Source: an optimization exercise on an open RTL-to-GDS flow (aim: small area). Production flows keep margins and buffers that such runs may drop.
The RTL was checked by simulation tests, not by an equivalence proof against the original design.
No activity file was given, so power comes from the tool's default toggle rates.

$ cat flow/constraint.sdc
create_clock -name core_clock -period 4.0 [get_ports {clk}]
set_input_delay 0.8000 -clock core_clock [delete_from_list [all_inputs] [get_ports {clk}]]
set_output_delay 0.8000 -clock core_clock [all_outputs]
set_load 0.01 [all_outputs]
$ cat flow/run.sh
#!/bin/bash
# synth_recipe.tcl (not shown) runs the flow's synth.tcl, then flattens the netlist and writes it again
# the make line also repeats each setting of config.mk as NAME=value (left out here)
make -C /OpenROAD-flow-scripts/flow DESIGN_CONFIG=/design/flow/config.mk WORK_HOME=/design/flow/orfs CLKGATE_MAP_FILE= SYNTH_SCRIPT=/design/flow/synth_recipe.tcl finish
$ cat flow/config.mk
export PLATFORM = sky130hd
export DESIGN_NAME = Timer_PWM_Generator
export DESIGN_NICKNAME = Timer_PWM_Generator
export VERILOG_FILES = /design/flow/design.v
export SDC_FILE = /design/flow/constraint.sdc
export NUM_CORES = 4
export LEC_CHECK = 0
export CAP_MARGIN = 20
export CORE_MARGIN = 2
export CORE_UTILIZATION = 40
export SLEW_MARGIN = 20
$ cat flow/design.v
module Timer_NormalMode(
    input wire clk,
    input wire reset,
    output reg irq_timer,
    output reg [15:0] timer_cnt
);
    always @(posedge clk or posedge reset) begin
        if (reset) begin
            timer_cnt <= 16'b0;
            irq_timer <= 1'b0;
        end else begin
            timer_cnt <= timer_cnt + 1;
            if (timer_cnt == 16'hFFFF) begin
                irq_timer <= 1'b1;  
            end else begin
                irq_timer <= 1'b0;
            end
        end
    end
endmodule
module Fast_PWM(
    input wire clk,
    input wire reset,
    input wire [15:0] timer_top,
    input wire [15:0] pwm_cnta,
    input wire [15:0] pwm_cntb,
    output reg pwm_outa,
    output reg pwm_outb
);
    reg [15:0] pwm_counter;
    always @(posedge clk or posedge reset) begin
        if (reset) begin
            pwm_counter <= 0;
            pwm_outa <= 0;
            pwm_outb <= 0;
        end else begin
            if (pwm_counter < timer_top) begin
                pwm_counter <= pwm_counter + 1;
            end else begin
                pwm_counter <= 0;
            end
            pwm_outa <= (pwm_counter < pwm_cnta) ? 1'b1 : 1'b0;
            pwm_outb <= (pwm_counter < pwm_cntb) ? 1'b1 : 1'b0;
        end
    end
endmodule
module PhaseCorrectPWM(
    input wire clk,
    input wire reset,
    input wire [15:0] top,
    input wire [15:0] pwm_a,
    input wire [15:0] pwm_b,
    output reg pwm_outa,
    output reg pwm_outb
);
    reg [15:0] counter;
    reg direction;  
    always @(posedge clk or posedge reset) begin
        if (reset) begin
            counter <= 0;
            direction <= 0;
            pwm_outa <= 0;
            pwm_outb <= 0;
        end else begin
            if (direction == 0) begin
                if (counter < top) begin
                    counter <= counter + 1;
                end else begin
                    direction <= 1;
                end
            end else begin
                if (counter > 0) begin
                    counter <= counter - 1;
                end else begin
                    direction <= 0;
                end
            end
            pwm_outa <= (counter < pwm_a) ? 1'b1 : 1'b0;
            pwm_outb <= (counter < pwm_b) ? 1'b1 : 1'b0;
        end
    end
endmodule
module Timer_PWM_Generator(
    input wire clk,                 
    input wire reset,               
    input wire [1:0] TMR_SRC,       
    input wire [1:0] TMR_MODE,      
    input wire [15:0] TIMER_TOP,    
    input wire [15:0] PWM_CNTA,     
    input wire [15:0] PWM_CNTB,     
    output reg PWM_OUTA,            
    output reg PWM_OUTB,            
    output reg timer_interrupt      
);
    wire irq_timer_normal;
    wire pwm_outa_fast, pwm_outb_fast;
    wire pwm_outa_phase, pwm_outb_phase;
    wire [15:0] timer_cnt_normal_wire;
    reg [15:0] timer_cnt_normal;
    Timer_NormalMode normal_mode_inst (
        .clk(clk),
        .reset(reset),
        .irq_timer(irq_timer_normal),
        .timer_cnt(timer_cnt_normal_wire)
    );
    always @(posedge clk or posedge reset) begin
        if (reset) begin
            timer_cnt_normal <= 0;
        end else begin
            timer_cnt_normal <= timer_cnt_normal_wire;
        end
    end
    Fast_PWM fast_pwm_inst (
        .clk(clk),
        .reset(reset),
        .pwm_outa(pwm_outa_fast),
        .pwm_outb(pwm_outb_fast),
        .timer_top(TIMER_TOP),
        .pwm_cnta(PWM_CNTA),
        .pwm_cntb(PWM_CNTB)
    );
    PhaseCorrectPWM phase_pwm_inst (
        .clk(clk),
        .reset(reset),
        .top(TIMER_TOP),
        .pwm_a(PWM_CNTA),
        .pwm_b(PWM_CNTB),
        .pwm_outa(pwm_outa_phase),
        .pwm_outb(pwm_outb_phase)
    );
    always @(*) begin
        case (TMR_MODE)
            2'b00: begin
                PWM_OUTA = 0;
                PWM_OUTB = 0;
                timer_interrupt = irq_timer_normal;
            end
            2'b01: begin
                PWM_OUTA = pwm_outa_fast;
                PWM_OUTB = pwm_outb_fast;
                timer_interrupt = 0;
            end
            2'b10: begin
                PWM_OUTA = pwm_outa_phase;
                PWM_OUTB = pwm_outb_phase;
                timer_interrupt = 0;
            end
            default: begin
                PWM_OUTA = 0;
                PWM_OUTB = 0;
                timer_interrupt = 0;
            end
        endcase
    end
endmodule
==> flow_summary.yaml, run 1 <==
outcome:
  status: "complete, no violations"
power:
  power_leakage_nw: 3.035
  peakVddDrop_uv: 363.1
  p_per_area_nw_per_um2: 552.4
detailed_routing:
  routed_wl_um: 12330
  via_per_inst: 5.385
  drtPass1Iterations: 4
  drtAntennaViolNets: 0
  wl_per_cell_um: 16.03
  drc: 0
  drt_iter0_markers: 193
  vias: 4141
synth:
  yosys.area.top_type_share_pct: 26.72
  synth_area_um2: 5105
  yosys-top-cells-area: "ha_1 (27%), dfrtp_1 (26%), a21o_1 (4.6%)"
  synth_top_area_cell: "ha_1"
  synth-main-ff-cell: "dfrtp_1"
  async_reset_ff_share_pct: 100.0
  avgSynthCellArea_um2: 9.471
  synth-seq-area-share_pct: 26.47
  syn-num-nets: 703
  ys_seq_elements: 54
  syn_inst: 539
  synth_edf_count: 0
  yosysWarningCount: 4
  yosysUniqueCellTypes: 51
sta:
  setup_slack_ns: 0.9032
  max_freq_ghz: 0.3229
  finalCriticalPeriod_ns: 3.097
  finalHoldViolCount: 0
  rsz0062_at_grt: "no"
  setup_viol_count_final: 0
  max_slew_margin_pct: 46.63
  timing.final.crit_share_pct: 77.42
  drv_slew: 0
  max_slew.worst_pin.slew_ns: 0.8006
  skew_ns: 0.005273
  setup_tns_ns: 0
cts:
  ctsHoldBuffers: 0
  cts_buffers: 5
  cts_max_level: 2
  clk_pin_slew_ns: 0.07
  tritoncts: "done"
  cts_resized: 0
  clock_sink_count: 54
  cts_buffer_depth: 2
  clk_latency_ns: 0.30
  cts_setup_buffers: 0
  cts_root_buffer: "clkbuf_16"
cells_and_area:
  final_layout_size_suffix_gt1_share_pct: 5.025
  fillers: 1175
  nNetsFinal: 761
  num_antenna_cells: 0
  area_delta_synth_final_pct: 17.84
  post-route-util_pct: 48.06
floorplan:
  io_pins: 57
  fp.dieArea_um2: 13680
  die_h_um: 117.0
  num_rows: 41
  die_w_um: 117.0
  placeableCoreArea_um2: 12520
  start_util_pct: 40.78
setup_path:
  worstSetupPathType: "in -> out"
  cp.arrival_ns: 2.30
  required_ns: 3.20
  path_common_cell: "clkdlybuf4s50_1"
  cp_slowest_cell: "clkdlybuf4s50_1"
  startpoint_type: "input port"
  slowest_delay_ns: 0.54
  worstPathCellList: "clkdlybuf4s50_1 > inv_1 > ha_1 > nor2b_1 > clkdlybuf4s50_1"
  endpoint_kind: "primary output"
  worstPathMaxFanout: 2
placement:
  gp_congestion: 0.9130
  port-buffer-count: 54
  pre_cts_slack_ns: 0.6293
  place_hpwl_um: 10010
job:
  maxCapViolCount: 0
grt:
  grt_overflow: 0
  grt_pass1_wl_um: 20290
  grt_max_degree: 36
  antenna_found_initial: 0
  grt_pass1_vias: 4228
  grtUsageTotal_pct: 18.98
min_path:
  hold_class: "reg -> reg"
path summary, 6_finish.rpt:
kind	cells past startpoint	slack (ns)	to	startpoint
min reg2reg	1	0.46	normal_mode_inst.timer_cnt[14]	normal_mode_inst.timer_cnt[14]
max reg2reg	7	1.11	phase_pwm_inst.counter[14]	phase_pwm_inst.direction
min in group asynchronous	2	0.93	fast_pwm_inst.pwm_counter[1]	reset
min	1	0.46	normal_mode_inst.timer_cnt[14]	normal_mode_inst.timer_cnt[14]
max in group asynchronous	3	2.30	phase_pwm_inst.counter[12]	reset
max	5	0.90	PWM_OUTB	TMR_MODE[0]
Yosys cell counts, drive strengths merged, types with 4 or more instances:
cell type,number
a211o,5
a211oi,8
a21o,31
a21oi,30
a221oi,6
and3,10
and4,4
dfrtp,54
ha,109
inv,52
mux2,13
nand2,22
nand2b,5
nand3,13
nand4,16
nor2,39
nor2b,5
nor4,4
o211ai,7
o21a,7
o21ai,20
o21bai,5
xnor2,23
xor2,19
metal layers:
layer / vias up / wire [µm] / part of all wire, % / global-route usage, %
met3: 15 / 354 / 2.9 / 2.317
met1: 1977 / 5667 / 46 / 24.20
met4: 0 / 199 / 1.6 / 4.941
met5: - / 0 / 0 / 0
li1: 2085 / - / - / -
met2: 64 / 6107 / 50 / 34.03
kinds of logic after synthesis:
group	share of synthesized area, %
adders and majority gates	27.11
AOI/OAI and AO/OA	18.60
buffers and inverters	4.363
xor gates and xnor gates	7.206
and+or+nand+nor	12.79
muxes	3.456
DFF	26.47
flip-flops by register name, summed over array words and instances, names as in the netlist:
signal                      cells
fast_pwm_inst.pwm_counter      16
normal_mode_inst.timer_cnt     16
phase_pwm_inst.counter         16
fast_pwm_inst.pwm_outa          1
fast_pwm_inst.pwm_outb          1
normal_mode_inst.irq_timer      1
phase_pwm_inst.direction        1
phase_pwm_inst.pwm_outa         1
phase_pwm_inst.pwm_outb         1
metrics by stage:
stage | power [mW] | cell area [µm²] | std cells | hold slack (ns)
after floorplan | 2.326 | 5105 | 539 | 0.4342
after global placement | 2.747 | 5848 | 762 | 0.4525
after detailed placement | 2.834 | 5848 | 762 | 0.4568
after CTS | 3.340 | 6012 | 769 | 0.4698
after global routing | 3.630 | 6016 | 769 | 0.4783
final | 3.323 | 6016 | 769 | 0.4628
area by class of cell:
cell class                      count  area (µm²)  share of cell area [%]
Clock buffer                        5       125.1                   2.080
Tap cell                          172       215.2                   3.577
Timing Repair Buffer               56       555.5                   9.235
Sequential cell                    54        1351                   22.46
Inverter                           52       195.2                   3.245
Multi-Input combinational cell    428        3535                   58.76
Clock inverter                      2       38.79                  0.6448
power breakdown:
group          total [mW]  switching, mW  internal [mW]
logic                1.86          0.896          0.961
clock network       0.495          0.201          0.293
registers           0.971          0.290          0.681
total                3.32           1.39           1.94
critical path: cells and delay by family:
family	cells	cell delay, ns
fa+ha+maj	1	0.28
simple gates	1	0.13
buf+inv	3	1.09
placed cells by master, fill, tap and decap left out, types with 10 or more instances in the layout:
cell and instances:
inv_1 51, o21ai_0 18, nand4_1 16, dfrtp_1 54
a21oi_1 29, nand2_1 22, xor2_1 19, clkdlybuf4s50_1 54
and3_1 10, nand3_1 13, nor2_1 38, a21o_1 31
ha_1 109, xnor2_1 23
==> run 2: changes to the inputs <==
==> flow/design.v (replaced) <==
module Timer_NormalMode(
    input wire clk,
    input wire reset,
    output reg irq_timer,
    output reg [15:0] timer_cnt
);
    always @(posedge clk or posedge reset) begin
        if (reset) begin
            timer_cnt <= 16'b0;
            irq_timer <= 1'b0;
        end else begin
            timer_cnt <= timer_cnt + 1'b1;
            irq_timer <= &timer_cnt;
        end
    end
endmodule
module Fast_PWM(
    input wire clk,
    input wire reset,
    input wire [15:0] timer_top,
    input wire [15:0] pwm_cnta,
    input wire [15:0] pwm_cntb,
    output reg pwm_outa,
    output reg pwm_outb
);
    function ltn(input [15:0] na, input [15:0] b);
        integer i;
        reg r;
        begin
            r = 1'b0;
            for (i = 0; i < 16; i = i + 1)
                r = (na[i] & b[i]) | (na[i] & r) | (b[i] & r);
            ltn = r;
        end
    endfunction
    reg [15:0] cnt_n;
    always @(posedge clk or posedge reset) begin
        if (reset) begin
            cnt_n <= 16'hFFFF;
            pwm_outa <= 0;
            pwm_outb <= 0;
        end else begin
            cnt_n <= ltn(cnt_n, timer_top) ? cnt_n - 1'b1 : 16'hFFFF;
            pwm_outa <= ltn(cnt_n, pwm_cnta);
            pwm_outb <= ltn(cnt_n, pwm_cntb);
        end
    end
endmodule
module PhaseCorrectPWM(
    input wire clk,
    input wire reset,
    input wire [15:0] top,
    input wire [15:0] pwm_a,
    input wire [15:0] pwm_b,
    output reg pwm_outa,
    output reg pwm_outb
);
    function ltn(input [15:0] na, input [15:0] b);
        integer i;
        reg r;
        begin
            r = 1'b0;
            for (i = 0; i < 16; i = i + 1)
                r = (na[i] & b[i]) | (na[i] & r) | (b[i] & r);
            ltn = r;
        end
    endfunction
    reg [15:0] cnt_n;
    reg direction;  
    wire up_ok = ltn(cnt_n, top);
    wire dn_ok = ~&cnt_n;
    wire move = direction ? dn_ok : up_ok;
    reg [15:0] nxt;
    reg t;
    integer i;
    always @(*) begin
        t = 1'b1;
        for (i = 0; i < 16; i = i + 1) begin
            nxt[i] = cnt_n[i] ^ t;
            t = t & ~(cnt_n[i] ^ direction);
        end
    end
    always @(posedge clk or posedge reset) begin
        if (reset) begin
            cnt_n <= 16'hFFFF;
            direction <= 0;
            pwm_outa <= 0;
            pwm_outb <= 0;
        end else begin
            if (move) cnt_n <= nxt;
            else direction <= ~direction;
            pwm_outa <= ltn(cnt_n, pwm_a);
            pwm_outb <= ltn(cnt_n, pwm_b);
        end
    end
endmodule
module Timer_PWM_Generator(
    input wire clk,                 
    input wire reset,               
    input wire [1:0] TMR_SRC,       
    input wire [1:0] TMR_MODE,      
    input wire [15:0] TIMER_TOP,    
    input wire [15:0] PWM_CNTA,     
    input wire [15:0] PWM_CNTB,     
    output wire PWM_OUTA,           
    output wire PWM_OUTB,           
    output wire timer_interrupt     
);
    wire irq_timer_normal;
    wire pwm_outa_fast, pwm_outb_fast;
    wire pwm_outa_phase, pwm_outb_phase;
    wire [15:0] timer_cnt_normal;
    Timer_NormalMode normal_mode_inst (
        .clk(clk),
        .reset(reset),
        .irq_timer(irq_timer_normal),
        .timer_cnt(timer_cnt_normal)
    );
    Fast_PWM fast_pwm_inst (
        .clk(clk),
        .reset(reset),
        .pwm_outa(pwm_outa_fast),
        .pwm_outb(pwm_outb_fast),
        .timer_top(TIMER_TOP),
        .pwm_cnta(PWM_CNTA),
        .pwm_cntb(PWM_CNTB)
    );
    PhaseCorrectPWM phase_pwm_inst (
        .clk(clk),
        .reset(reset),
        .top(TIMER_TOP),
        .pwm_a(PWM_CNTA),
        .pwm_b(PWM_CNTB),
        .pwm_outa(pwm_outa_phase),
        .pwm_outb(pwm_outb_phase)
    );
    assign PWM_OUTA = TMR_MODE[0] ? (~TMR_MODE[1] & pwm_outa_fast)
                                  : ( TMR_MODE[1] & pwm_outa_phase);
    assign PWM_OUTB = TMR_MODE[0] ? (~TMR_MODE[1] & pwm_outb_fast)
                                  : ( TMR_MODE[1] & pwm_outb_phase);
    assign timer_interrupt = ~TMR_MODE[0] & ~TMR_MODE[1] & irq_timer_normal;
endmodule
==> run 2 against run 1 <==
  * Clock power decreased by 32%
  * Utilization decreased by 0.94 points
  * Global-route usage rose by 0.59 points
  * Setup slack worse by 0.40 ns
  * Final cell count down 13%
  * Synthesized area shrank 18%
  * First-iteration DRC count decreased by 3.6%
  * Routed wire length is 14% lower
  * Sequential power down 9.1%
  * Largest power group is now registers
  * Hold slack lost 0.0070 ns
  * Fmax is 11% lower
  * Design area shrank 20%
==> flow_summary.yaml, run 2 <==
sta:
  finalHoldViolCount: 0
  skew_ns: 0.01183
  setup_tns_ns: 0
  max_slew.worst_pin.slew_ns: 0.7867
  setup_slack_ns: 0.5014
  finalCriticalPeriod_ns: 3.499
  timing.final.crit_share_pct: 87.47
  drv_slew: 0
  max_slew_margin_pct: 47.55
  max_freq_ghz: 0.2858
  rsz0062_at_grt: "no"
  setup_viol_count_final: 0
setup_path:
  critPathBufInv: 1
  crit_family: "compound AO/OA/AOI/OAI gates"
  path_common_cell: "and3_1"
  cp_slowest_cell: "clkdlybuf4s50_1"
  cp.arrival_ns: 3.75
  worstPathCellList: "clkdlybuf4s50_1 > and3_1 > a2111oi_0 > nor4_1 > o31a_1 > a31oi_4 > o31ai_2 > and3_1 > o211ai_2 > xnor2_1"
  slowest_delay_ns: 0.56
  worstSetupPathType: "in -> reg"
  required_ns: 4.25
  startpoint_type: "input port"
  worstPathMaxFanout: 10
  endpoint_kind: "flip-flop"
  r2r_end: "phase_pwm_inst.cnt_n[14]"
  r2r_setup_slack_ns: 0.78
  ff2ff_path_depth: 9
  r2r-start: "phase_pwm_inst.cnt_n[11]"
detailed_routing:
  via_per_inst: 5.729
  drc: 0
  drt_iter0_markers: 186
  vias: 3821
  wl_per_cell_um: 15.82
  drtPass1Iterations: 5
  drtAntennaViolNets: 0
  routed_wl_um: 10550
floorplan:
  die_w_um: 106.4
  start_util_pct: 40.97
  io_pins: 57
  num_rows: 37
  die_h_um: 106.4
  placeableCoreArea_um2: 10230
  fp.dieArea_um2: 11310
synth:
  yosys-top-cells-area: "dfstp_2 (20%), dfrtp_1 (13%), xnor2_1 (8.1%)"
  synth-seq-area-share_pct: 33.19
  syn-num-nets: 568
  syn_inst: 512
  ys_seq_elements: 54
  avgSynthCellArea_um2: 8.187
  synth_edf_count: 0
  async_reset_ff_share_pct: 100.0
  yosysUniqueCellTypes: 65
  synth_top_area_cell: "dfstp_2"
  yosysMostFrequentCell: "nand2_1"
  netlist_top_cells_count: "nand2_1 (52), xnor2_1 (39), nor2_1 (38), clkbuf_1 (34), dfstp_2 (32)"
  yosysWarningCount: 3
  synth_area_um2: 4192
  synth-main-ff-cell: "dfstp_2"
  yosys.area.top_type_share_pct: 20.06
placement:
  gp_congestion: 0.8419
  pre_cts_slack_ns: 0.1645
  port-buffer-count: 54
  place_hpwl_um: 7898
cells_and_area:
  largestRegisters: "fast_pwm_inst.cnt_n: 16 flops, normal_mode_inst.timer_cnt: 16 flops, phase_pwm_inst.cnt_n: 16 flops"
  final_common_cell: "clkdlybuf4s50_1"
  layout_common_cells: "clkdlybuf4s50_1 (54), nand2_1 (52), xnor2_1 (39)"
  nNetsFinal: 586
  final_layout_size_suffix_gt1_share_pct: 10.73
  area_delta_synth_final_pct: 15.01
  fillers: 983
  num_antenna_cells: 0
grt:
  grt_pass1_vias: 3597
  grt_overflow: 0
  antenna_found_initial: 0
  grt_max_degree: 39
  grt_pass1_wl_um: 18170
  grtUsageTotal_pct: 19.57
cts:
  clk_pin_slew_ns: 0.11
  clock_sink_count: 54
  cts_buffers: 5
  cts_max_level: 2
  clk_latency_ns: 0.32
  tritoncts: "done"
  ctsHoldBuffers: 0
  cts_buffer_depth: 2
  cts_resized: 0
  cts_root_buffer: "clkbuf_8"
  cts_setup_buffers: 0
power:
  p_per_area_nw_per_um2: 364.7
  switching_share_pct: 38.74
  power_leakage_nw: 1.717
  clkPwrFrac_pct: 19.3
  peakVddDrop_uv: 178.9
  p_sw_uw: 681.0
  pwr-share-seq_pct: 50.2
  p_int_mw: 1.077
  comb_power_share_pct: 30.5
min_path:
  hp-start: "normal_mode_inst.timer_cnt[0]"
  holdPathEnd: "normal_mode_inst.timer_cnt[0]"
  hold_class: "reg -> reg"
  whs_path_depth: 1
outcome:
  status: "complete, no violations"
job:
  maxCapViolCount: 0
-- run 2: cell types whose count changed in the layout (fill, tap and decap cells not counted), moves of 13 or more --
cell	delta
dfrtp_1	-32
nor3_1	+15
a31oi_1	+13
inv_1	-38
dfstp_2	+32
nand2_1	+30
ha_1	-107
maj3_1	+14
a21o_1	-29
xnor2_1	+16
-- run 2: logic make-up after synthesis --
family / count (synthesis) / synth area share (%)
xor+xnor: 48 / 10.03
flops: 54 / 33.19
fa+ha+maj: 17 / 4.209
buf+inv: 58 / 5.701
compound gates: 157 / 26.45
simple gates: 178 / 20.42
-- run 2: per-layer routing --
metal | GRT usage, % | routed length [µm] | share of wire (%) | vias to the layer above
li1 | - | - | - | 1912
met1 | 28.14 | 5170 | 49 | 1785
met2 | 31.18 | 4710 | 45 | 111
met3 | 2.514 | 517 | 4.9 | 13
met4 | 4.699 | 156 | 1.5 | 0
met5 | 0 | 0 | 0 | -
-- run 2: power by group through the flow --
| stage | sequential, mW | clock (mW) | combinational [mW] |
|---|---|---|---|
| 2_1_floorplan | 0.700 | 0 | 0.546 |
| 3_3_place_gp | 0.889 | 0 | 0.520 |
| 3_5_place_dp | 0.893 | 0 | 0.533 |
| 4_1_cts | 0.883 | 0.351 | 0.538 |
| 5_1_grt | 0.916 | 0.370 | 0.608 |
| 6_report | 0.883 | 0.339 | 0.537 |
-- run 2: layout make-up --
class / instances / area [µm²] / area share, %
clock buffer: 5 / 68.82 / 1.427
inverter: 14 / 52.55 / 1.090
timing repair buffer: 55 / 548.0 / 11.37
tap: 136 / 170.2 / 3.530
multi-input combinational: 400 / 2561 / 53.13
clock inverter: 3 / 28.78 / 0.5969
sequential: 54 / 1391 / 28.86
-- run 2: worst max-delay path by stage --
stage / slack, ns / startpoint / cells past startpoint / to
after floorplan: 1.11 / TIMER_TOP[10] / 10 / fast_pwm_inst.cnt_n[3]
after global placement: 0.21 / TIMER_TOP[11] / 10 / phase_pwm_inst.cnt_n[14]
after detailed placement: 0.16 / TIMER_TOP[11] / 10 / phase_pwm_inst.cnt_n[13]
after CTS: 0.50 / TIMER_TOP[11] / 10 / phase_pwm_inst.cnt_n[14]
after global routing: 0.20 / TIMER_TOP[11] / 10 / phase_pwm_inst.cnt_n[11]
final: 0.50 / TIMER_TOP[11] / 10 / phase_pwm_inst.cnt_n[14]
-- run 2: metrics by stage --
| step | hold slack (ns) | util (%) | cells | power, mW | instance area (µm²) |
|---|---|---|---|---|---|
| 2_1_floorplan | 0.4214 | - | 512 | 1.246 | 4192 |
| 3_3_place_gp | 0.4418 | 46.17 | 659 | 1.409 | 4723 |
| 3_5_place_dp | 0.4499 | 46.17 | 659 | 1.426 | 4723 |
| 4_1_cts | 0.4654 | 47.12 | 667 | 1.773 | 4821 |
| 5_1_grt | 0.4726 | 47.12 | 667 | 1.894 | 4821 |
| 6_report | 0.4558 | 47.12 | 667 | 1.758 | 4821 |
==> run 3: changes to the inputs <==
==> flow/flow/run.sh (new file) <==
#!/bin/bash
# Own layout flow: the standard synthesis script, except that ABC maps the
# logic with an area-oriented script (flow/area.abc); then the standard ORFS
# steps, with small port buffers and a clock tree without dummy loads.
set -euo pipefail
W=$(pwd)
F=$W/flow
mkdir -p $W/myflow
# synth.tcl with the ABC script replaced
sed 's#^\(\s*\)log_cmd abc {\*}\$abc_args#\1set abc_args [lreplace $abc_args 1 1 '"$F"'/area.abc]\n\1log_cmd abc {*}$abc_args#' \
  $FLOW_HOME/scripts/synth.tcl > $W/myflow/synth.tcl
grep -q "area.abc" $W/myflow/synth.tcl
sed 's#\$::env(SCRIPTS_DIR)/synth.tcl#'"$W"'/myflow/synth.tcl#' $W/synth_recipe.tcl > $W/myflow/synth_recipe.tcl
grep -q "myflow/synth.tcl" $W/myflow/synth_recipe.tcl

KNOBS=()
[[ -f $F/knobs.txt ]] && mapfile -t KNOBS < <(grep -v '^#' $F/knobs.txt | grep .)

make -C $FLOW_HOME DESIGN_CONFIG=$W/config.mk WORK_HOME=$W/orfs CLKGATE_MAP_FILE= \
  SYNTH_SCRIPT=$W/myflow/synth_recipe.tcl "${KNOBS[@]}" finish > $W/make_finish.log 2>&1
R=$W/orfs/results/$FLOW_PLATFORM/Timer_PWM_Generator/base
: # left out here: write the final layout as DEF
==> flow/flow/area.abc (new file) <==
strash; &get -n; &fraig -x; &put; scorr; dc2; dretime; strash; &get -n; &dch -f; &nf -R 1000; &put; topo; stime -p
==> flow/flow/knobs.txt (new file) <==
# extra make variables for the ORFS run, one per line
BUFFER_PORTS_ARGS=-buffer_cell sky130_fd_sc_hd__buf_1
CTS_ARGS=-sink_clustering_enable -repair_clock_nets -dont_use_dummy_load
==> flow/standard.sh (new file) <==
#!/bin/bash
# synth_recipe.tcl (not shown) runs the flow's synth.tcl, then flattens the netlist and writes it again
# the make line also repeats each setting of config.mk as NAME=value (left out here)
make -C /OpenROAD-flow-scripts/flow DESIGN_CONFIG=/design/flow/config.mk WORK_HOME=/design/flow/orfs CLKGATE_MAP_FILE= SYNTH_SCRIPT=/design/flow/synth_recipe.tcl "${@:-finish}"
removed: flow/run.sh
==> run 3 against run 2 <==
  * Register-to-register slack lost 0.20 ns
  * Still clean on timing, DRC and antenna
  * Count of clock-buffer cells in the layout did not move
  * Hold slack improved by 0.023 ns
  * Design area shrank 24%
  * Largest cell class unchanged
  * Total power decreased by 34%
  * Combinational power is 61% lower
  * Synthesized area down 23%
  * Highest routed layer unchanged
  * Non-clock buffer count rose by 2
  * Largest power group unchanged
==> flow_summary.yaml, run 3 <==
outcome:
  status: "complete, no violations"
synth:
  yosys-top-cells-area: "dfstp_2 (26%), dfrtp_1 (17%), a22oi_1 (7.2%)"
  avgSynthCellArea_um2: 9.300
  yosysMostFrequentCell: "nor2_1"
  yosysWarningCount: 3
  yosysUniqueCellTypes: 29
  synth_top_area_cell: "dfstp_2"
  synth-main-ff-cell: "dfstp_2"
  synth-seq-area-share_pct: 42.87
  yosys.area.top_type_share_pct: 25.91
  async_reset_ff_share_pct: 100.0
  syn_inst: 349
  synth_area_um2: 3246
  ys_seq_elements: 54
  synth_edf_count: 0
  syn-num-nets: 405
  netlist_top_cells_count: "nor2_1 (34), dfstp_2 (32), a22oi_1 (31), o22ai_1 (29), o21ai_0 (24)"
detailed_routing:
  via_per_inst: 5.735
  drtAntennaViolNets: 0
  drt_iter0_markers: 82
  met1_length_um: 3687
  highest_layer: "met4"
  wl_met3_um: 464
  drc: 0
  routed_wl_um: 7692
  vias: 2942
  drtPass1Iterations: 4
  route.met2.wl_um: 3487
  wl_per_cell_um: 14.99
power:
  power_leakage_nw: 1.274
  power_mw: 1.163
  p_int_uw: 821.2
  peakVddDrop_uv: 275.1
  clkPwrFrac_pct: 23.7
  p_sw_uw: 341.9
  switching_share_pct: 29.40
  comb_power_share_pct: 17.8
  pwr-share-seq_pct: 58.5
  p_per_area_nw_per_um2: 317.2
sta:
  max_freq_ghz: 0.2928
  setup_tns_ns: 0
  finalHoldViolCount: 0
  skew_ns: 0.02286
  finalCriticalPeriod_ns: 3.416
  setup_slack_ns: 0.5844
  max_slew_margin_pct: 30.63
  rsz0062_at_grt: "no"
  timing.final.crit_share_pct: 85.39
  setup_viol_count_final: 0
  drv_slew: 0
  max_slew.worst_pin.slew_ns: 1.037
floorplan:
  start_util_pct: 41.57
  io_pins: 57
  die_h_um: 94.08
  fp.dieArea_um2: 8850
  placeableCoreArea_um2: 7807
  num_rows: 32
  die_w_um: 94.08
cts:
  clk_pin_slew_ns: 0.10
  cts_root_buffer: "clkbuf_8"
  tritoncts: "done"
  ctsHoldBuffers: 0
  cts_setup_buffers: 0
  cts_resized: 0
  cts_max_level: 2
  cts_buffer_depth: 2
  clk_latency_ns: 0.31
  cts_buffers: 5
  clock_sink_count: 54
grt:
  grt_overflow: 0
  grt_max_degree: 37
  grt_pass1_wl_um: 13210
  grt_pass1_vias: 2757
  antenna_found_initial: 0
  grtUsageTotal_pct: 18.29
cells_and_area:
  num_antenna_cells: 0
  layout_common_cells: "buf_1 (54), nor2_1 (34), dfstp_2 (32)"
  final_layout_size_suffix_gt1_share_pct: 9.976
  nNetsFinal: 469
  final_common_cell: "buf_1"
  largestRegisters: "fast_pwm_inst.cnt_n: 16 flops, normal_mode_inst.timer_cnt: 16 flops, phase_pwm_inst.cnt_n: 16 flops"
  area_delta_synth_final_pct: 12.99
  multiInputGateArea_um2: 1832
  seq_area_um2: 1391
  fillers: 810
  finalNonFillerCells: 513
setup_path:
  worstSetupPathType: "reg -> reg"
  required_ns: 4.25
  slowest_delay_ns: 0.66
  endpoint_kind: "flip-flop"
  cp.arrival_ns: 3.66
  cp_slowest_cell: "dfstp_2"
  worstPathCellList: "o22ai_1 > o21ai_0 > o221ai_1 > a21oi_1 > a221oi_1 > nor2_1 > a221oi_1 > o21ai_0 > o221ai_1 > a21oi_1 > a221oi_1 > nor3_1 > a21o_1 > nand2_1 > a21oi_1 > o21ai_0 > nor2_1 > xor2_1"
  worstPathMaxFanout: 11
  startpoint_type: "flip-flop"
placement:
  place_inst: 508
  gp_congestion: 0.7791
  place_hpwl_um: 5736
  port-buffer-count: 54
  pre_cts_slack_ns: 0.2608
min_path:
  hold_class: "reg -> reg"
job:
  maxCapViolCount: 0
==> run 3: changes by cell type in the layout (fill, tap and decap cells not counted), moves of 10 or more <==
cell             previous run  this run
a21oi_1                    28        18
a22oi_1                     5        31
o221ai_1                    3        13
a221oi_1                    2        16
xnor2_1                    39        18
xor2_1                      9        19
o22ai_1                     9        29
nand2_1                    52        17
inv_1                      13         0
buf_1                       0        54
nor3_1                     18         3
a31oi_1                    16         1
clkdlybuf4s50_1            54         0
maj3_1                     14         0
==> run 3: cell type report <==
class | instances | area share [%]
Sequential cell | 54 | 37.94
Inverter | 6 | 0.6141
Timing Repair Buffer | 57 | 6.141
Tap cell | 102 | 3.480
Clock buffer | 5 | 1.876
Multi-Input combinational cell | 289 | 49.95
==> run 3: worst paths after layout <==
kind                                                      from  depth (start not counted)                        endpoint  slack (ns)
worst max-delay path                   phase_pwm_inst.cnt_n[2]                         18        phase_pwm_inst.cnt_n[15]        0.58
worst min-delay path            normal_mode_inst.timer_cnt[15]                          1  normal_mode_inst.timer_cnt[15]        0.48
worst max register to register         phase_pwm_inst.cnt_n[2]                         18        phase_pwm_inst.cnt_n[15]        0.58
worst min register to register  normal_mode_inst.timer_cnt[15]                          1  normal_mode_inst.timer_cnt[15]        0.48
max in group asynchronous                                reset                          3         phase_pwm_inst.cnt_n[0]        2.55
min in group asynchronous                                reset                          2  normal_mode_inst.timer_cnt[11]        0.62
==> run 3: power by group through the flow <==
stage	Combinational, mW	Clock [mW]	Sequential (mW)
floorplan	0.147	0	0.667
CTS	0.208	0.291	0.682
detailed placement	0.208	0	0.691
finish	0.207	0.276	0.680
global placement	0.201	0	0.692
global route	0.241	0.313	0.693
==> run 3: kinds of logic (layout without fill, tap and decap cells) <==
kind of cell               count (synthesis)  count (layout)  synth area share, %
AOI/OAI and AO/OA                        137             137                28.53
xor gates and xnor gates                  37              37                9.985
adders and majority gates                  2               2               0.7709
buffers and inverters                      6              68               0.6939
DFF                                       54              54                42.87
and+or+nand+nor                          113             113                17.15
==> run 3: metrics by stage <==
step | util [%] | instance area, µm² | hold WS [ns]
after floorplan | - | 3246 | 0.4423
after global placement | 46.09 | 3598 | 0.4636
after detailed placement | 46.09 | 3598 | 0.4670
after CTS | 46.97 | 3667 | 0.4822
after global routing | 46.97 | 3667 | 0.5004
final | 46.97 | 3667 | 0.4789
==> run 3: critical path: cells and delay by family, from the launching register on <==
kind	cells	cell delay, ns
AND/OR/NAND/NOR	4	0.70
XOR/XNOR	1	0.15
AO/OA/AOI/OAI	13	1.86
flip-flops	1	0.66
==> run 3: layer usage <==
metal,vias to the layer above,GRT usage [%]
met5,-,0
met2,58,30.12
met4,0,3.261
met1,1375,24.72
met3,4,4.575
li1,1505,-
==> run 4: changes to the inputs <==
--- a/flow/design.v
+++ b/flow/design.v
@@ -4,13 +4,20 @@
     output reg irq_timer,
     output reg [15:0] timer_cnt
 );
+    reg [16:0] c;
+    integer i;
+    always @(*) begin
+        c[0] = 1'b1;
+        for (i = 0; i < 16; i = i + 1)
+            c[i+1] = c[i] & timer_cnt[i];
+    end
     always @(posedge clk or posedge reset) begin
         if (reset) begin
             timer_cnt <= 16'b0;
             irq_timer <= 1'b0;
         end else begin
-            timer_cnt <= timer_cnt + 1'b1;
-            irq_timer <= &timer_cnt;
+            timer_cnt <= timer_cnt ^ c[15:0];
+            irq_timer <= c[16];
         end
     end
 endmodule
@@ -67,19 +74,15 @@
     endfunction
     reg [15:0] cnt_n;
     reg direction;  
-    wire up_ok = ltn(cnt_n, top);
-    wire dn_ok = ~&cnt_n;
-    wire move = direction ? dn_ok : up_ok;
-    reg [15:0] nxt;
-    reg t;
+    reg [16:0] t;
     integer i;
     always @(*) begin
-        t = 1'b1;
-        for (i = 0; i < 16; i = i + 1) begin
-            nxt[i] = cnt_n[i] ^ t;
-            t = t & ~(cnt_n[i] ^ direction);
-        end
+        t[0] = 1'b1;
+        for (i = 0; i < 16; i = i + 1)
+            t[i+1] = t[i] & ~(cnt_n[i] ^ direction);
     end
+    wire up_ok = ltn(cnt_n, top);
+    wire move = direction ? ~t[16] : up_ok;
     always @(posedge clk or posedge reset) begin
         if (reset) begin
             cnt_n <= 16'hFFFF;
@@ -87,7 +90,7 @@
             pwm_outa <= 0;
             pwm_outb <= 0;
         end else begin
-            if (move) cnt_n <= nxt;
+            if (move) cnt_n <= cnt_n ^ t[15:0];
             else direction <= ~direction;
             pwm_outa <= ltn(cnt_n, pwm_a);
             pwm_outb <= ltn(cnt_n, pwm_b);
==> flow/flow/area.abc (replaced) <==
strash; &get -n; &fraig -x; &put; scorr; dc2; dretime; strash; &get -n; &dch -f; &nf -R 1000; &put
==> flow/flow/knobs.txt (replaced) <==
# extra make variables for the ORFS run, one per line (@FLOW@ is this folder)
BUFFER_PORTS_ARGS=-buffer_cell sky130_fd_sc_hd__buf_1
ADDER_MAP_FILE=
CTS_ARGS=-sink_clustering_enable -repair_clock_nets -dont_use_dummy_load -buf_list sky130_fd_sc_hd__clkbuf_8 -root_buf sky130_fd_sc_hd__clkbuf_8
GPL_TIMING_DRIVEN=0
==> run 4 against run 3 <==
  * Still clean
  * Non-clock buffer count shrank 2
  * Sequential power decreased by 0.6%
  * Via count is 4.7% lower
  * Final cell count decreased by 3.7%
  * Critical path type unchanged
  * Critical endpoint is now phase_pwm_inst.cnt_n[9]
==> flow_summary.yaml, run 4 <==
setup_path:
  worstSetupPathType: "reg -> reg"
  startpoint_type: "flip-flop"
  required_ns: 4.23
  cp.arrival_ns: 3.91
  worstPathMaxFanout: 8
  endpoint_kind: "flip-flop"
floorplan:
  placeableCoreArea_um2: 7687
  io_pins: 57
  die_h_um: 92.72
  die_w_um: 92.72
  num_rows: 32
  start_util_pct: 40.95
  fp.dieArea_um2: 8596
outcome:
  status: "complete, no violations"
synth:
  yosys.area.top_type_share_pct: 26.71
  syn_inst: 332
  synth_edf_count: 0
  syn-num-nets: 386
  netlist_top_cells_count: "nor2_1 (34), dfstp_2 (32), a22oi_1 (31), o22ai_1 (29), a21oi_1 (24)"
  synth-main-ff-cell: "dfstp_2"
  async_reset_ff_share_pct: 100.0
  yosysWarningCount: 3
  synth-seq-area-share_pct: 44.20
  yosysUniqueCellTypes: 28
  avgSynthCellArea_um2: 9.482
  yosys-top-cells-area: "dfstp_2 (27%), dfrtp_1 (17%), a22oi_1 (7.4%)"
  synth_top_area_cell: "dfstp_2"
  yosysMostFrequentCell: "nor2_1"
  ys_seq_elements: 54
  synth_area_um2: 3148
cells_and_area:
  seq_area_um2: 1391
  fillers: 785
  post-route-util_pct: 46.48
  num_antenna_cells: 0
  area_delta_synth_final_pct: 13.51
  final_common_cell: "buf_1"
  layout_common_cells: "buf_1 (54), nor2_1 (32), dfstp_2 (32)"
  multiInputGateArea_um2: 1739
  nNetsFinal: 448
  largestRegisters: "fast_pwm_inst.cnt_n: 16 flops, normal_mode_inst.timer_cnt: 16 flops, phase_pwm_inst.cnt_n: 16 flops"
  final_layout_size_suffix_gt1_share_pct: 10.46
grt:
  grt_overflow: 0
  grtUsageTotal_pct: 18.38
  antenna_found_initial: 0
  grt_pass1_wl_um: 12780
  grt_max_degree: 34
  grt_pass1_vias: 2613
detailed_routing:
  drc: 0
  drtAntennaViolNets: 0
  via_per_inst: 5.674
  vias: 2803
  drt_iter0_markers: 132
  drtPass1Iterations: 5
  routed_wl_um: 7468
  wl_per_cell_um: 15.12
cts:
  clk_pin_slew_ns: 0.11
  cts_setup_buffers: 0
  cts_buffer_depth: 2
  cts_root_buffer: "clkbuf_8"
  clk_latency_ns: 0.31
  cts_max_level: 2
  cts_buffers: 5
  clock_sink_count: 54
  tritoncts: "done"
sta:
  max_slew.worst_pin.slew_ns: 0.7089
  drv_slew: 0
  finalCriticalPeriod_ns: 3.675
  timing.final.crit_share_pct: 91.88
  finalHoldViolCount: 0
  setup_viol_count_final: 0
  hold_ws_ns: 0.4204
  rsz0062_at_grt: "no"
  skew_ns: 0.02416
  max_slew_margin_pct: 52.69
  max_freq_ghz: 0.2721
power:
  power_leakage_nw: 1.290
  p_per_area_nw_per_um2: 324.4
  power_mw: 1.159
  peakVddDrop_uv: 224.5
placement:
  port-buffer-count: 54
  gp_congestion: 0.8409
  place_hpwl_um: 5576
min_path:
  hold_class: "in -> async"
job:
  maxCapViolCount: 0
## run 4: layer usage
layer	track usage, %	part of all wire [%]	vias up
met2	29.44	47	81
li1	-	-	1422
met5	0	0	-
met1	25.52	47	1294
met3	3.987	5.7	6
met4	4.412	0.68	0
## run 4: area by class of cell
type	count	area share [%]
multi-input cells	272	48.67
flip-flops and latches	54	38.94
repair buffers	55	6.232
well taps	102	3.571
clock buffers	5	1.926
inverters	6	0.6653
## run 4: worst paths after layout
check,start,endpoint,slack [ns],cells after the start
max in group asynchronous,reset,fast_pwm_inst.cnt_n[9],2.99,3
hold / removal,reset,normal_mode_inst.timer_cnt[8],0.42,2
min in group core_clock,normal_mode_inst.timer_cnt[12],normal_mode_inst.timer_cnt[12],0.48,1
hold reg to reg,normal_mode_inst.timer_cnt[12],normal_mode_inst.timer_cnt[12],0.48,1
setup / recovery,phase_pwm_inst.cnt_n[1],phase_pwm_inst.cnt_n[9],0.32,19
setup reg to reg,phase_pwm_inst.cnt_n[1],phase_pwm_inst.cnt_n[9],0.32,19
## run 4: timing repair
item | in CTS | in global routing
setup endpoints to repair | 0 | 2
hold buffers | 0 | 0
gates resized for setup | 0 | 1
## run 4: where the power goes
part | switching [mW] | internal, mW
Clock | 0.166 | 0.114
Combinational | 0.101 | 0.103
Sequential | 0.0738 | 0.602
Total | 0.340 | 0.819
## run 4: through the flow
stage	cells	TNS [ns]	worst slack [ns]	instance area [µm²]
floorplan	332	0	0.7798	3148
global placement	488	0	0.04032	3478
detailed placement	489	-0.01558	-0.01558	3500
CTS	494	0	0.2721	3568
global route	494	0	0.02067	3573
finish	494	0	0.3246	3573
## run 4: worst max-delay path: stages (launching register included)
cell	delay [ns]
dfstp_2	0.65
a22oi_1	0.11
o21ai_0	0.18
o221ai_1	0.15
a21oi_1	0.16
a221oi_1	0.06
o21ai_0	0.20
o221ai_1	0.15
a21oi_1	0.15
a221oi_1	0.06
nor2_1	0.11
a221oi_1	0.05
nor3_1	0.31
a21oi_1	0.22
nor2_2	0.25
nand2_1	0.14
nor2_1	0.23
nand2_1	0.13
nor2_1	0.14
xor2_1	0.15
## run 4: kinds of logic after synthesis
family / share of synthesized area [%]
compound gates: 28.74
xor+xnor: 10.29
flops: 44.20
buf+inv: 0.7154
simple gates: 14.98
mux: 1.073
==> run 5: changes to the inputs <==
==> flow/flow/knobs.txt (replaced) <==
# extra make variables for the ORFS run, one per line
BUFFER_PORTS_ARGS=-buffer_cell sky130_fd_sc_hd__buf_1
ADDER_MAP_FILE=
CTS_ARGS=-sink_clustering_enable -repair_clock_nets -dont_use_dummy_load -buf_list sky130_fd_sc_hd__clkbuf_8 -root_buf sky130_fd_sc_hd__clkbuf_8 -sink_clustering_size 30 -sink_clustering_max_diameter 200
CORE_UTILIZATION=60
==> run 5 against run 4 <==
  * Highest routed layer unchanged
  * Still clean on timing, DRC and antenna
  * Final cell count fell by 6.3%
  * Utilization rose by 23 points
  * Clock power barely moved
  * Non-clock buffer count rose by 1
  * Sequential power barely moved
  * Largest power group unchanged
  * First-iteration DRC count rose by 68%
  * Critical path depth rose by 1
  * Count of clock-buffer cells in the layout did not move
  * Synthesized cell count did not move
  * Flip-flop and latch count did not move
  * Design area fell by 1.3%
  * Via count rose by 3.7%
==> flow_summary.yaml, run 5 <==
cells_and_area:
  design_area_um2: 3527
  final_common_cell: "buf_1"
  area_delta_synth_final_pct: 12.04
  fillers: 441
  nNetsFinal: 449
  post-route-util_pct: 69.50
  layout_common_cells: "buf_1 (54), nor2_1 (34), dfstp_2 (32)"
  largestRegisters: "fast_pwm_inst.cnt_n: 16 flops, normal_mode_inst.timer_cnt: 16 flops, phase_pwm_inst.cnt_n: 16 flops"
  final_layout_size_suffix_gt1_share_pct: 10.18
  num_antenna_cells: 0
synth:
  muxShareOfSynthArea_pct: 1.073
  synth-seq-area-share_pct: 44.20
  synth_top_area_cell: "dfstp_2"
  avgSynthCellArea_um2: 9.482
  syn_inst: 332
  synth-simple-area-share_pct: 14.98
  async_reset_ff_share_pct: 100.0
  synth_compound_area_share_pct: 28.74
  syn-num-nets: 386
  synth-adder-area-share_pct: 0
  synth_edf_count: 0
  ys_seq_elements: 54
  yosysWarningCount: 3
  yosysUniqueCellTypes: 28
  synth_top_family_by_area: "compound AO/OA/AOI/OAI gates"
  yosysMostFrequentCell: "nor2_1"
  post_synth_xor_area_fraction_pct: 10.29
  synth_area_um2: 3148
  synth-main-ff-cell: "dfstp_2"
  yosys.area.top_type_share_pct: 26.71
  netlist_top_cells_count: "nor2_1 (34), dfstp_2 (32), a22oi_1 (31), o22ai_1 (29), a21oi_1 (24)"
  yosys-top-cells-area: "dfstp_2 (27%), dfrtp_1 (17%), a22oi_1 (7.4%)"
floorplan:
  fp.dieArea_um2: 5842
  io_pins: 57
  die_h_um: 76.44
  num_rows: 26
  start_util_pct: 62.03
  placeableCoreArea_um2: 5075
  die_w_um: 76.44
detailed_routing:
  drt_iter0_markers: 222
  routed_wl_um: 7384
  drtAntennaViolNets: 0
  wl_per_cell_um: 15.95
  vias: 2907
  drtPass1Iterations: 5
  via_per_inst: 6.279
  drc: 0
sta:
  finalCriticalPeriod_ns: 3.598
  setup_slack_ns: 0.4019
  timing.final.crit_share_pct: 89.95
  drv_slew: 0
  setup_tns_ns: 0
  skew_ns: 0.01533
  max_slew.worst_pin.slew_ns: 0.8916
  rsz0062_at_grt: "no"
  finalHoldViolCount: 0
  max_slew_margin_pct: 40.49
  setup_viol_count_final: 0
  max_freq_ghz: 0.2779
setup_path:
  worstPathMaxFanout: 4
  cp_slowest_cell: "nor3_1"
  cp.arrival_ns: 3.82
  startpoint_type: "input port"
  worstSetupPathType: "in -> reg"
  slowest_delay_ns: 0.32
  crit_family: "simple AND/OR/NAND/NOR gates"
  critPathBufInv: 1
  endpoint_kind: "flip-flop"
  worstPathCellList: "buf_1 > a22oi_1 > o21ai_0 > o221ai_1 > a21oi_1 > a221oi_1 > o21ai_0 > o221ai_1 > a21oi_1 > a221oi_1 > nor2_1 > a221oi_1 > nor3_1 > a21oi_1 > nor2_1 > nand2_1 > nor2_1 > nand2_1 > nor2_1 > xor2_1"
  required_ns: 4.22
  path_common_cell: "nor2_1"
placement:
  gp_congestion: 0.8838
  place_area_um2: 3457
  place_hpwl_um: 5529
  port-buffer-count: 54
  pre_cts_slack_ns: 0.1637
cts:
  clock_sink_count: 54
  cts_root_buffer: "clkbuf_8"
  ctsHoldBuffers: 0
  cts_buffers: 5
  cts_setup_buffers: 0
  cts_resized: 0
  clk_pin_slew_ns: 0.09
  cts_buffer_depth: 2
  clk_latency_ns: 0.31
  cts_max_level: 2
  tritoncts: "done"
power:
  p_per_area_nw_per_um2: 328.3
  peakVddDrop_uv: 285.5
  p_int_uw: 816.9
  p_sw_uw: 341.0
  pwr-share-seq_pct: 58.5
  power_leakage_nw: 1.291
  power_mw: 1.158
  switching_share_pct: 29.45
  comb_power_share_pct: 17.6
  clkPwrFrac_pct: 23.9
job:
  maxCapViolCount: 0
grt:
  grt_pass1_vias: 2800
  grt_pass1_wl_um: 12940
  grtUsageTotal_pct: 26.68
  antenna_found_initial: 0
  grt_max_degree: 55
  grt_overflow: 0
outcome:
  status: "complete, no violations"
min_path:
  hold_class: "reg -> reg"
-- run 5: cell counts after synthesis --
No cell type changed its count.
-- run 5: layout make-up --
class / count / area (µm²) / area share, %
Clock buffer: 5 / 68.82 / 1.951
Multi-Input combinational cell: 272 / 1734 / 49.17
Inverter: 6 / 23.77 / 0.6740
Timing Repair Buffer: 56 / 221.5 / 6.279
Tap cell: 70 / 87.58 / 2.483
Sequential cell: 54 / 1391 / 39.45
-- run 5: through the flow --
stage          cells  hold slack [ns]
6_report         463           0.4760
4_1_cts          463           0.4808
5_1_grt          463           0.4969
3_5_place_dp     458           0.4683
2_1_floorplan    332           0.4457
3_3_place_gp     457           0.4609
-- run 5: metal layers --
metal  up-vias  global-route usage (%)  part of all wire (%)
li1       1429                       -                     -
met1      1348                   34.60                    43
met2       115                   46.19                    49
met3        15                   4.976                   6.7
met4         0                   6.727                   1.5
met5         -                       0                     0
-- run 5: worst paths after layout --
check                                          startpoint                              to  slack (ns)  depth (start not counted)
setup / recovery                             TIMER_TOP[1]         phase_pwm_inst.cnt_n[9]        0.40                         20
hold / removal             normal_mode_inst.timer_cnt[12]  normal_mode_inst.timer_cnt[12]        0.48                          1
setup reg to reg                  phase_pwm_inst.cnt_n[1]         phase_pwm_inst.cnt_n[9]        0.41                         19
hold reg to reg            normal_mode_inst.timer_cnt[12]  normal_mode_inst.timer_cnt[12]        0.48                          1
max in group asynchronous                           reset          fast_pwm_inst.pwm_outb        2.85                          2
min in group asynchronous                           reset  normal_mode_inst.timer_cnt[11]        0.63                          2
-- run 5: power groups by stage --
stage	sequential (mW)	clock [mW]	combinational [mW]
2_1_floorplan	0.662	0	0.142
3_3_place_gp	0.684	0	0.194
3_5_place_dp	0.686	0	0.201
4_1_cts	0.677	0.284	0.203
5_1_grt	0.688	0.299	0.234
6_report	0.678	0.276	0.204
-- run 5: cell families after synthesis --
group,count (synthesis)
AO/OA/AOI/OAI,134
XOR/XNOR,37
buffers and inverters,6
flip-flops,54
multiplexers,3
AND/OR/NAND/NOR,98
==> run 6: changes to the inputs <==
==> flow/flow/knobs.txt (replaced) <==
# extra make variables for the ORFS run, one per line
BUFFER_PORTS_ARGS=-buffer_cell sky130_fd_sc_hd__buf_1
ADDER_MAP_FILE=
CTS_ARGS=-sink_clustering_enable -repair_clock_nets -dont_use_dummy_load -buf_list sky130_fd_sc_hd__clkbuf_8 -root_buf sky130_fd_sc_hd__clkbuf_8 -sink_clustering_size 30 -sink_clustering_max_diameter 200
==> run 6 against run 5 <==
  * Total power is 0.39% higher
  * Sequential share of layout area is 0.44 points lower
  * Hold slack better by 0.0025 ns
  * Non-clock buffer count stayed put
  * First-iteration DRC count is 35% lower
  * Routed wire length is 1.9% higher
  * Setup slack better by 0.074 ns
  * Critical path type unchanged
  * Largest power group unchanged
==> flow_summary.yaml, run 6 <==
cts:
  cts_root_buffer: "clkbuf_8"
  ctsHoldBuffers: 0
  cts_buffers: 5
  tritoncts: "done"
  clock_sink_count: 54
  clk_pin_slew_ns: 0.10
  clk_latency_ns: 0.31
  cts_setup_buffers: 0
  cts_max_level: 2
  cts_buffer_depth: 2
  cts_resized: 0
synth:
  yosys.area.top_type_share_pct: 26.71
  avgSynthCellArea_um2: 9.482
  netlist_top_cells_count: "nor2_1 (34), dfstp_2 (32), a22oi_1 (31), o22ai_1 (29), a21oi_1 (24)"
  synth_area_um2: 3148
  synth_top_area_cell: "dfstp_2"
  yosysMostFrequentCell: "nor2_1"
  yosysWarningCount: 3
  yosysUniqueCellTypes: 28
  syn_inst: 332
  synth-seq-area-share_pct: 44.20
  yosys-top-cells-area: "dfstp_2 (27%), dfrtp_1 (17%), a22oi_1 (7.4%)"
  synth_edf_count: 0
  ys_seq_elements: 54
  synth-main-ff-cell: "dfstp_2"
  async_reset_ff_share_pct: 100.0
  syn-num-nets: 386
setup_path:
  ff2ff_path_depth: 19
  cp_slowest_cell: "nor3_1"
  worstSetupPathType: "in -> reg"
  worstPathCellList: "buf_1 > a22oi_1 > o21ai_0 > o221ai_1 > a21oi_1 > a221oi_1 > o21ai_0 > o221ai_1 > a21oi_1 > a221oi_1 > nor2_1 > a221oi_1 > nor3_1 > a21oi_1 > nor2_1 > nand2_1 > nor2_1 > nand2_1 > nor2_1 > xor2_1"
  cp.arrival_ns: 3.77
  path_common_cell: "nor2_1"
  required_ns: 4.25
  endpoint_kind: "flip-flop"
  worstPathMaxFanout: 4
  slowest_delay_ns: 0.32
  startpoint_type: "input port"
sta:
  skew_ns: 0.01928
  drv_slew: 0
  finalCriticalPeriod_ns: 3.524
  setup_viol_count_final: 0
  rsz0062_at_grt: "no"
  finalHoldViolCount: 0
  max_freq_ghz: 0.2838
  setup_tns_ns: 0
  max_slew.worst_pin.slew_ns: 0.6709
  timing.final.crit_share_pct: 88.10
  max_slew_margin_pct: 55.22
power:
  p_sw_uw: 345.3
  clkPwrFrac_pct: 24.0
  p_int_uw: 817.2
  peakVddDrop_uv: 218.6
  comb_power_share_pct: 17.6
  pwr-share-seq_pct: 58.4
  switching_share_pct: 29.70
  p_per_area_nw_per_um2: 325.9
  power_leakage_nw: 1.292
detailed_routing:
  drc: 0
  highest_layer: "met4"
  vias: 2906
  wl_per_cell_um: 15.19
  routed_wl_um: 7521
  met1_length_um: 3511
  via_per_inst: 5.871
  wl_met3_um: 485
  drt_iter0_markers: 144
  drtAntennaViolNets: 0
  route.met2.wl_um: 3420
  drtPass1Iterations: 5
cells_and_area:
  area_delta_synth_final_pct: 13.31
  nNetsFinal: 449
  final_common_cell: "buf_1"
  fillers: 760
  num_antenna_cells: 0
  finalNonFillerCells: 495
  design_area_um2: 3567
  largestRegisters: "fast_pwm_inst.cnt_n: 16 flops, normal_mode_inst.timer_cnt: 16 flops, phase_pwm_inst.cnt_n: 16 flops"
  final_layout_size_suffix_gt1_share_pct: 10.43
  layout_common_cells: "buf_1 (54), nor2_1 (33), dfstp_2 (32)"
outcome:
  status: "complete, no violations"
job:
  maxCapViolCount: 0
floorplan:
  die_w_um: 92.72
  die_h_um: 92.72
  fp.dieArea_um2: 8596
  num_rows: 32
  start_util_pct: 40.95
  io_pins: 57
  placeableCoreArea_um2: 7687
grt:
  grt_max_degree: 55
  grt_pass1_vias: 2557
  grt_pass1_wl_um: 12630
  grt_overflow: 0
  grtUsageTotal_pct: 18.08
  antenna_found_initial: 0
min_path:
  whs_path_depth: 1
  hold_class: "reg -> reg"
placement:
  place_inst: 490
  place_hpwl_um: 5596
  gp_congestion: 0.8722
  place_area_um2: 3496
  port-buffer-count: 54
==> run 6: changes by cell type in the layout (fill, tap and decap cells not counted), sizes merged <==
| cell | before | now |
|---|---|---|
| clkinv | 6 | 5 |
| inv | 0 | 1 |
==> run 6: final cells by class <==
cell class,instances,area (µm²),share of cell area [%]
sequential,54,1391,39.00
timing repair buffer,56,217.7,6.103
tap,102,127.6,3.578
clock buffer,5,68.82,1.929
multi-input combinational,272,1737,48.68
inverter,6,25.02,0.7015
==> run 6: routing by layer <==
layer  global-route usage, %  vias to the layer above
li1                        -                     1424
met1                   25.39                     1372
met2                   28.89                      101
met3                   3.824                        9
met4                   4.044                        0
met5                       0                        -
==> run 6: worst paths after layout <==
kind	from	endpoint	slack (ns)
max	TIMER_TOP[1]	phase_pwm_inst.cnt_n[9]	0.48
min	normal_mode_inst.timer_cnt[6]	normal_mode_inst.timer_cnt[6]	0.48
max reg2reg	phase_pwm_inst.cnt_n[0]	phase_pwm_inst.cnt_n[9]	0.51
min reg2reg	normal_mode_inst.timer_cnt[6]	normal_mode_inst.timer_cnt[6]	0.48
max in group asynchronous	reset	normal_mode_inst.timer_cnt[5]	2.99
min in group asynchronous	reset	normal_mode_inst.timer_cnt[10]	0.57
==> run 6: worst max-delay path: cells and delay by family <==
| kind | cells | cell delay [ns] |
|---|---|---|
| simple gates | 7 | 1.30 |
| compound gates | 11 | 1.37 |
| xor+xnor | 1 | 0.15 |
| buf+inv | 1 | 0.15 |
==> run 6: cells by family after synthesis <==
| family | synth area share, % |
|---|---|
| and+or+nand+nor | 14.98 |
| DFF | 44.20 |
| muxes | 1.073 |
| AOI/OAI and AO/OA | 28.74 |
| xor gates and xnor gates | 10.29 |
| buffers and inverters | 0.7154 |
==> run 6: power groups by stage <==
stage | logic, mW | clock network, mW | registers (mW)
finish | 0.204 | 0.279 | 0.679
CTS | 0.204 | 0.294 | 0.678
global placement | 0.197 | 0 | 0.685
floorplan | 0.142 | 0 | 0.662
detailed placement | 0.203 | 0 | 0.688
global route | 0.234 | 0.311 | 0.689
==> run 6: stage by stage <==
| step | power [mW] | worst slack, ns | util [%] | hold slack (ns) |
|---|---|---|---|---|
| floorplan | 0.8040 | 0.7798 | - | 0.4457 |
| global placement | 0.8820 | 0.2656 | 45.44 | 0.4598 |
| detailed placement | 0.8910 | 0.1903 | 45.48 | 0.4675 |
| CTS | 1.176 | 0.5261 | 46.37 | 0.4841 |
| global route | 1.234 | 0.06841 | 46.40 | 0.5033 |
| finish | 1.162 | 0.4760 | 46.40 | 0.4785 |
==> run 7: changes to the inputs <==
==> flow/flow/knobs.txt (replaced) <==
# extra make variables for the ORFS run, one per line
BUFFER_PORTS_ARGS=-buffer_cell sky130_fd_sc_hd__buf_1
ADDER_MAP_FILE=
CTS_ARGS=-sink_clustering_enable -repair_clock_nets -dont_use_dummy_load -buf_list sky130_fd_sc_hd__clkbuf_8 -root_buf sky130_fd_sc_hd__clkbuf_8 -sink_clustering_size 30 -sink_clustering_max_diameter 200
CORE_UTILIZATION=70
PLACE_DENSITY=0.85
==> run 7 against run 6 <==
  * Still clean on timing, DRC and antenna
  * Count of clock-buffer cells in the layout is the same
  * Clock skew grew 0.0035 ns
  * Register-to-register slack lost 0.03 ns
  * Utilization grew 34 points
  * Sequential share of layout area grew 0.80 points
  * Synthesized area is the same
  * Total power shrank 0.50%
  * Combinational power is essentially flat
  * Die area shrank 41%
  * Critical path type unchanged
  * Largest cell class unchanged
  * Highest routed layer unchanged
==> flow_summary.yaml, run 7 <==
cts:
  ctsHoldBuffers: 0
  tritoncts: "done"
  cts_root_buffer: "clkbuf_8"
  cts_setup_buffers: 0
  clock_sink_count: 54
  clk_latency_ns: 0.31
  cts_resized: 0
  cts_max_level: 2
  cts_buffer_depth: 2
  cts_buffers: 5
  clk_pin_slew_ns: 0.10
grt:
  grt_max_degree: 55
  antenna_found_initial: 0
  grt_overflow: 0
  grtUsageTotal_pct: 30.72
  grt_pass1_wl_um: 12660
  grt_pass1_vias: 2882
power:
  comb_power_share_pct: 17.6
  peakVddDrop_uv: 297.7
  clkPwrFrac_pct: 23.7
  p_sw_uw: 339.6
  p_per_area_nw_per_um2: 330.9
  power_mw: 1.157
  power_leakage_nw: 1.286
  p_int_uw: 817.1
  pwr-share-seq_pct: 58.7
  switching_share_pct: 29.36
floorplan:
  placeableCoreArea_um2: 4354
  die_h_um: 71.06
  fp.dieArea_um2: 5050
  start_util_pct: 72.30
  io_pins: 57
  num_rows: 24
  die_w_um: 71.06
detailed_routing:
  vias: 2970
  routed_wl_um: 7382
  drtPass1Iterations: 5
  via_per_inst: 6.689
  drtAntennaViolNets: 0
  drc: 0
  drt_iter0_markers: 231
  wl_per_cell_um: 16.63
setup_path:
  r2r-start: "phase_pwm_inst.cnt_n[1]"
  required_ns: 4.22
  worstPathMaxFanout: 4
  worstSetupPathType: "in -> reg"
  endpoint_kind: "flip-flop"
  r2r_setup_slack_ns: 0.48
  startpoint_type: "input port"
  cp-startpoint: "TIMER_TOP[1]"
  cp.arrival_ns: 3.75
synth:
  yosysMostFrequentCell: "nor2_1"
  yosys-top-cells-area: "dfstp_2 (27%), dfrtp_1 (17%), a22oi_1 (7.4%)"
  syn_inst: 332
  synth_edf_count: 0
  synth_area_um2: 3148
  yosys.area.top_type_share_pct: 26.71
  yosysUniqueCellTypes: 28
  syn-num-nets: 386
  ys_seq_elements: 54
  yosysWarningCount: 3
  synth-main-ff-cell: "dfstp_2"
  synth_top_area_cell: "dfstp_2"
  netlist_top_cells_count: "nor2_1 (34), dfstp_2 (32), a22oi_1 (31), o22ai_1 (29), a21oi_1 (24)"
  avgSynthCellArea_um2: 9.482
  async_reset_ff_share_pct: 100.0
  synth-seq-area-share_pct: 44.20
outcome:
  status: "complete, no violations"
cells_and_area:
  design_area_um2: 3496
  final_layout_size_suffix_gt1_share_pct: 10.20
  nNetsFinal: 448
  final_common_cell: "buf_1"
  layout_common_cells: "buf_1 (54), nor2_1 (33), dfstp_2 (32)"
  largestRegisters: "fast_pwm_inst.cnt_n: 16 flops, normal_mode_inst.timer_cnt: 16 flops, phase_pwm_inst.cnt_n: 16 flops"
  area_delta_synth_final_pct: 11.05
  num_antenna_cells: 0
  post-route-util_pct: 80.29
min_path:
  hold_class: "reg -> reg"
  hp-start: "normal_mode_inst.timer_cnt[9]"
sta:
  finalHoldViolCount: 0
  setup_viol_count_final: 0
  max_slew_margin_pct: 40.10
  finalCriticalPeriod_ns: 3.530
  max_slew.worst_pin.slew_ns: 0.8975
  skew_ns: 0.02274
  timing.final.crit_share_pct: 88.25
  setup_tns_ns: 0
  drv_slew: 0
  rsz0062_at_grt: "no"
  max_freq_ghz: 0.2833
placement:
  place_area_um2: 3423
  port-buffer-count: 54
  place_hpwl_um: 5458
  gp_congestion: 0.8878
job:
  maxCapViolCount: 0
[run 7: cell counts after synthesis]
Identical to the previous run, type by type.
[run 7: cell families after synthesis]
kind of cell | count (synthesis) | synth area share, %
AOI/OAI and AO/OA | 134 | 28.74
and+or+nand+nor | 98 | 14.98
DFF | 54 | 44.20
xor gates and xnor gates | 37 | 10.29
buffers and inverters | 6 | 0.7154
muxes | 3 | 1.073
[run 7: critical path, stage by stage]
cell	delay [ns]
buf_1	0.14
a22oi_1	0.11
o21ai_0	0.16
o221ai_1	0.14
a21oi_1	0.15
a221oi_1	0.06
o21ai_0	0.17
o221ai_1	0.14
a21oi_1	0.16
a221oi_1	0.06
nor2_1	0.11
a221oi_1	0.05
nor3_1	0.29
a21oi_1	0.12
nor2_1	0.26
nand2_1	0.15
nor2_1	0.24
nand2_1	0.13
nor2_1	0.14
xor2_1	0.15
[run 7: power groups by stage]
stage | combinational [mW] | clock [mW] | sequential [mW]
detailed placement | 0.201 | 0 | 0.686
finish | 0.204 | 0.274 | 0.679
CTS | 0.203 | 0.279 | 0.677
floorplan | 0.142 | 0 | 0.662
global placement | 0.193 | 0 | 0.685
global route | 0.230 | 0.296 | 0.688
[run 7: metrics by stage]
stage / hold WS [ns] / setup WS [ns] / std cells
floorplan: 0.4457 / 0.7798 / 332
global placement: 0.4599 / 0.3481 / 439
detailed placement: 0.4642 / 0.2672 / 439
CTS: 0.4827 / 0.5227 / 444
global route: 0.5051 / 0.1755 / 444
finish: 0.4813 / 0.4699 / 444
[run 7: routing by layer]
metal  GRT usage, %  vias up  part of all wire (%)
met4          10.06        0                  0.92
met3          4.274        6                   6.9
li1               -     1424                     -
met5              0        -                     0
met1          38.18     1399                    41
met2          55.14      141                    51
[run 7: area by class of cell]
cell class                 count  area [µm²]
inverter                       6       23.77
sequential                    54        1391
timing repair buffer          55       210.2
tap                           52       65.06
clock buffer                   5       68.82
multi-input combinational    272        1737
fill                         301       858.3
[run 7: worst paths after layout]
check / endpoint / cells past startpoint
min in group asynchronous: normal_mode_inst.timer_cnt[11] / 2
max in group asynchronous: phase_pwm_inst.pwm_outb / 2
min reg2reg: normal_mode_inst.timer_cnt[9] / 1
min: normal_mode_inst.timer_cnt[9] / 1
max: phase_pwm_inst.cnt_n[9] / 20
max reg2reg: phase_pwm_inst.cnt_n[9] / 19

## re-timing with driven ports
How much do the figures lean on ideal ports? The routed layouts below were timed once more, with nothing changed but the port constraints. Step 1: set_driving_cell puts a clkbuf_16 on clk and a buf_2 on each other input, an assumption about the parent block. Step 2 moves the port delays by t, midway between the first and last clock arrival at a register: inputs arrive t later, outputs are due t later. That takes back most of the time a late clock gives input paths. Three values: ideal ports, drivers, drivers and shift; two values: the first two.
run | t, ns | setup slack, ns | worst setup path at the end | slew at the worst register clock pin (ns) | worst data-port slew with drivers (ns)
run 1 | 0.330 | 0.903 / 0.872 / 0.621 | input to register | 0.07 / 0.07 | 0.04
run 2 | 0.344 | 0.501 / 0.509 / 0.165 | input to register | 0.12 / 0.12 | 0.04
run 3 | 0.326 | 0.584 / 0.584 / 0.271 | input to register | 0.10 / 0.10 | 0.06
run 4 | 0.332 | 0.325 / 0.325 / 0.008 | input to register | 0.11 / 0.11 | 0.05
run 5 | 0.327 | 0.402 / 0.406 / 0.081 | input to register | 0.09 / 0.09 | 0.05
run 6 | 0.329 | 0.476 / 0.478 / 0.149 | input to register | 0.10 / 0.10 | 0.05
run 7 | 0.325 | 0.470 / 0.478 / 0.154 | input to register | 0.10 / 0.10 | 0.06
After both steps every run listed still meets setup and hold. For run 2, which loses most, drivers alone change the setup slack by +0.008 ns; drivers and shift together by -0.336 ns.
